This design comes from an exercise in tuning for small area on the open sky130 flow, not from production work.
In this exercise RTL edits were held to simulation tests only and were not proved equivalent to the original.
The flow treats the clock pin as an ideal source, which a real chip does not have.
Power and IR drop assume default switching activity.

Design vga_display, start of the top module:
module vga_display(
		input rst,  
		input clk,  
		input up,
		input down,
		input left,
		input right,
		input[2:0] R_control,
		input[2:0] G_control,
		input[1:0] B_control,
		output reg [2:0] R,
		output reg [2:0] G,
		output reg [1:0] B,
		output wire [6:0] seven_output,
		output wire [3:0] AN,
		output HS,
		output VS
		);
For scale: about 540 cells after synthesis, roughly 4300 um^2 of cells after synthesis.
Settings: LEC_CHECK=0, CAP_MARGIN=20, CORE_MARGIN=2, CORE_UTILIZATION=65, PLACE_DENSITY=0.9, SLEW_MARGIN=20; clock period 40.0 ns.
standard.sh (not shown) runs the stock make flow with config.mk's settings and CLKGATE_MAP_FILE= SYNTH_SCRIPT=/design/flow/synth_recipe.tcl, a recipe that flattens the netlist after the stock synthesis.
==> flow/flow/run.sh <==
#!/bin/bash
# Layout flow: the standard synthesis, then the combinational cells re-mapped
# for area by ABC (every flip-flop instance kept as synthesis made it), then the
# standard ORFS steps from floorplan to finish, with small port buffers and a
# clock tree of small buffers, the leaves sized up only where needed.
set -euo pipefail
W=$(pwd)
R=$W/orfs/results/$FLOW_PLATFORM/vga_display/base
LIB=$FLOW_HOME/platforms/$FLOW_PLATFORM/lib/sky130_fd_sc_hd__tt_025C_1v80.lib
YOSYS=$(command -v yosys || echo "$FLOW_HOME/../tools/install/yosys/bin/yosys")

bash standard.sh synth > "$W/log_1_synth.txt" 2>&1
cp "$R/1_2_yosys.v" "$W/std_1_2_yosys.v"

RS_LIB="$LIB" RS_IN="$W/std_1_2_yosys.v" RS_OUT="$W/resynth.v" \
RS_SCRIPT="$W/flow/resynth.abc" RS_DONT_USE="*probe* *lpflow*" \
	"$YOSYS" -c "$W/flow/resynth.tcl" > "$W/log_2_resynth.txt" 2>&1

cp "$W/resynth.v" "$R/1_2_yosys.v"
rm -f "$R/1_synth.odb" "$R/1_synth.sdc"

export BUFFER_PORTS_ARGS="-buffer_cell sky130_fd_sc_hd__buf_1"
export CTS_ARGS="${FLOW_CTS_ARGS:--sink_clustering_enable -repair_clock_nets -buf_list sky130_fd_sc_hd__clkbuf_4 -dont_use_dummy_load}"
# leaf clock buffers driving slow clock edges are sized up after CTS
export POST_CTS_TCL="$W/flow/cts_post.tcl"
bash standard.sh finish > "$W/log_3_layout.txt" 2>&1
Other scripts of this flow, unchanged in this note and not shown: flow/flow/cts_post.tcl, flow/flow/resynth.abc, flow/flow/resynth.tcl
The starting point produced a clean layout.
==> next run, changes <==
CORE_UTILIZATION = 50   (was 65)
PLACE_DENSITY = not set   (was 0.9)
The new run ran to the end with no violations.
Final cell count went up by a few percent.
Hold slack improved by 13 ps.
Sequential power barely changes.
Cell area came out higher slightly.
Count of clock-buffer cells in the layout stays the same.
Combinational power stays flat.
Critical path depth is unchanged.
Flip-flop and latch count stays the same.
Non-clock buffer count is unchanged.

========
Another version of the RTL of vga_display (not shown whole).
Size in the first run: roughly 550 cells after synthesis, ~35 I/O pins.
clock: 40.0 ns
lec_check: 0
cap_margin: 20
core_margin: 2
core_utilization: 50
slew_margin: 20
==> flow/flow/run.sh <==
#!/bin/bash
# Layout flow: the standard synthesis, then the combinational cells re-mapped
# for area by ABC (every flip-flop instance kept as synthesis made it), then the
# standard ORFS steps from floorplan to finish, with small port buffers and a
# small clock tree.
set -euo pipefail
W=$(pwd)
R=$W/orfs/results/$FLOW_PLATFORM/vga_display/base
LIB=$FLOW_HOME/platforms/$FLOW_PLATFORM/lib/sky130_fd_sc_hd__tt_025C_1v80.lib
YOSYS=$(command -v yosys || echo "$FLOW_HOME/../tools/install/yosys/bin/yosys")

bash standard.sh synth > "$W/log_1_synth.txt" 2>&1
cp "$R/1_2_yosys.v" "$W/std_1_2_yosys.v"

RS_LIB="$LIB" RS_IN="$W/std_1_2_yosys.v" RS_OUT="$W/resynth.v" \
RS_SCRIPT="$W/flow/resynth.abc" RS_DONT_USE="*probe* *lpflow*" \
	"$YOSYS" -c "$W/flow/resynth.tcl" > "$W/log_2_resynth.txt" 2>&1

cp "$W/resynth.v" "$R/1_2_yosys.v"
rm -f "$R/1_synth.odb" "$R/1_synth.sdc"

export BUFFER_PORTS_ARGS="-buffer_cell sky130_fd_sc_hd__buf_1"
export CTS_ARGS="${FLOW_CTS_ARGS:--sink_clustering_enable -repair_clock_nets -buf_list sky130_fd_sc_hd__clkbuf_8 -dont_use_dummy_load}"
bash standard.sh finish > "$W/log_3_layout.txt" 2>&1
==> flow/flow/resynth.abc <==
strash
&get -n
&st
&deepsyn -T 30
&put
strash
&get -n
&dch -f
&nf -a
&put
==> flow/flow/resynth.tcl <==
# Re-map the combinational logic of the standard synthesis netlist for area.
# The flip-flop instances (names, cell types, connections) are kept as they are.
yosys -import
set lib $::env(RS_LIB)
set in $::env(RS_IN)
set out $::env(RS_OUT)
set script $::env(RS_SCRIPT)
set fh [open $in r]
set text [read $fh]
close $fh
set flops [lsort -unique [regexp -all -inline {sky130_fd_sc_hd__(?:e?df|sdf|dl)[a-z0-9_]*} $text]]
read_liberty -ignore_miss_func $lib
read_verilog $in
hierarchy -top vga_display
setattr -mod -set keep_hierarchy 1 {*}$flops
flatten
opt_clean -purge
set dont {}
foreach c [split $::env(RS_DONT_USE)] { if {$c ne ""} { lappend dont -dont_use $c } }
abc -liberty $lib {*}$dont -script $script
opt_clean -purge
setundef -zero
hilomap -singleton -hicell sky130_fd_sc_hd__conb_1 HI -locell sky130_fd_sc_hd__conb_1 LO
insbuf -buf sky130_fd_sc_hd__buf_4 A X
splitnets
opt_clean -purge
hierarchy -top vga_display
blackbox {*}$flops
tee -o $out.stat stat -liberty $lib
write_verilog -noattr -noexpr -nohex -nodec $out
Edit:
==> flow/flow/resynth.abc (replaced) <==
strash
&get -n
&st
&deepsyn -T 30
&put
strash
&get -n
&dch -f
&nf -p -R 1000 -F 8
&put
The new run passed the timing, design-rule and antenna checks.
Non-clock buffer count fell by 1.
Combinational power increases by 9.4%.
Area after synthesis is lower by 1.3%.
Die area falls by 1.3%.
Synthesized cell count falls by 1.6%.
Setup slack is better by 0.28 ns.
Flip-flop and latch count does not change.

==> re-timing with driven ports <==
The results above use ideal ports. As a check the final layouts listed here were re-extracted and re-timed, cells and wires unchanged.
Step 1: set_driving_cell puts a clkbuf_16 on clk and a buf_2 on each other input, an assumption about the parent block.
Step 2 moves the port delays by t, midway between the first and last clock arrival at a register: inputs arrive t later, outputs are due t later. That takes back most of the time a late clock gives input paths.
a / b / c = ideal / step 1 / step 2; a / b = the first two.
| run | t (ns) | slack for setup (ns) | hold slack, ns | pins driven straight from the clock port |
|---|---|---|---|---|
| the first run of note 1 | 0.453 | 29.538 / 29.506 / 29.959 | 0.439 / 0.439 / 0.439 | 1 |
| the second run of note 1 | 0.456 | 29.522 / 29.489 / 29.945 | 0.451 / 0.451 / 0.451 | 1 |
| the first run of note 2 | 0.380 | 29.308 / 29.276 / 29.656 | 0.416 / 0.416 / 0.416 | 1 |
| the second run of note 2 | 0.379 | 29.588 / 29.555 / 29.933 | 0.425 / 0.425 / 0.425 | 1 |
After both steps every run listed still meets setup and hold.
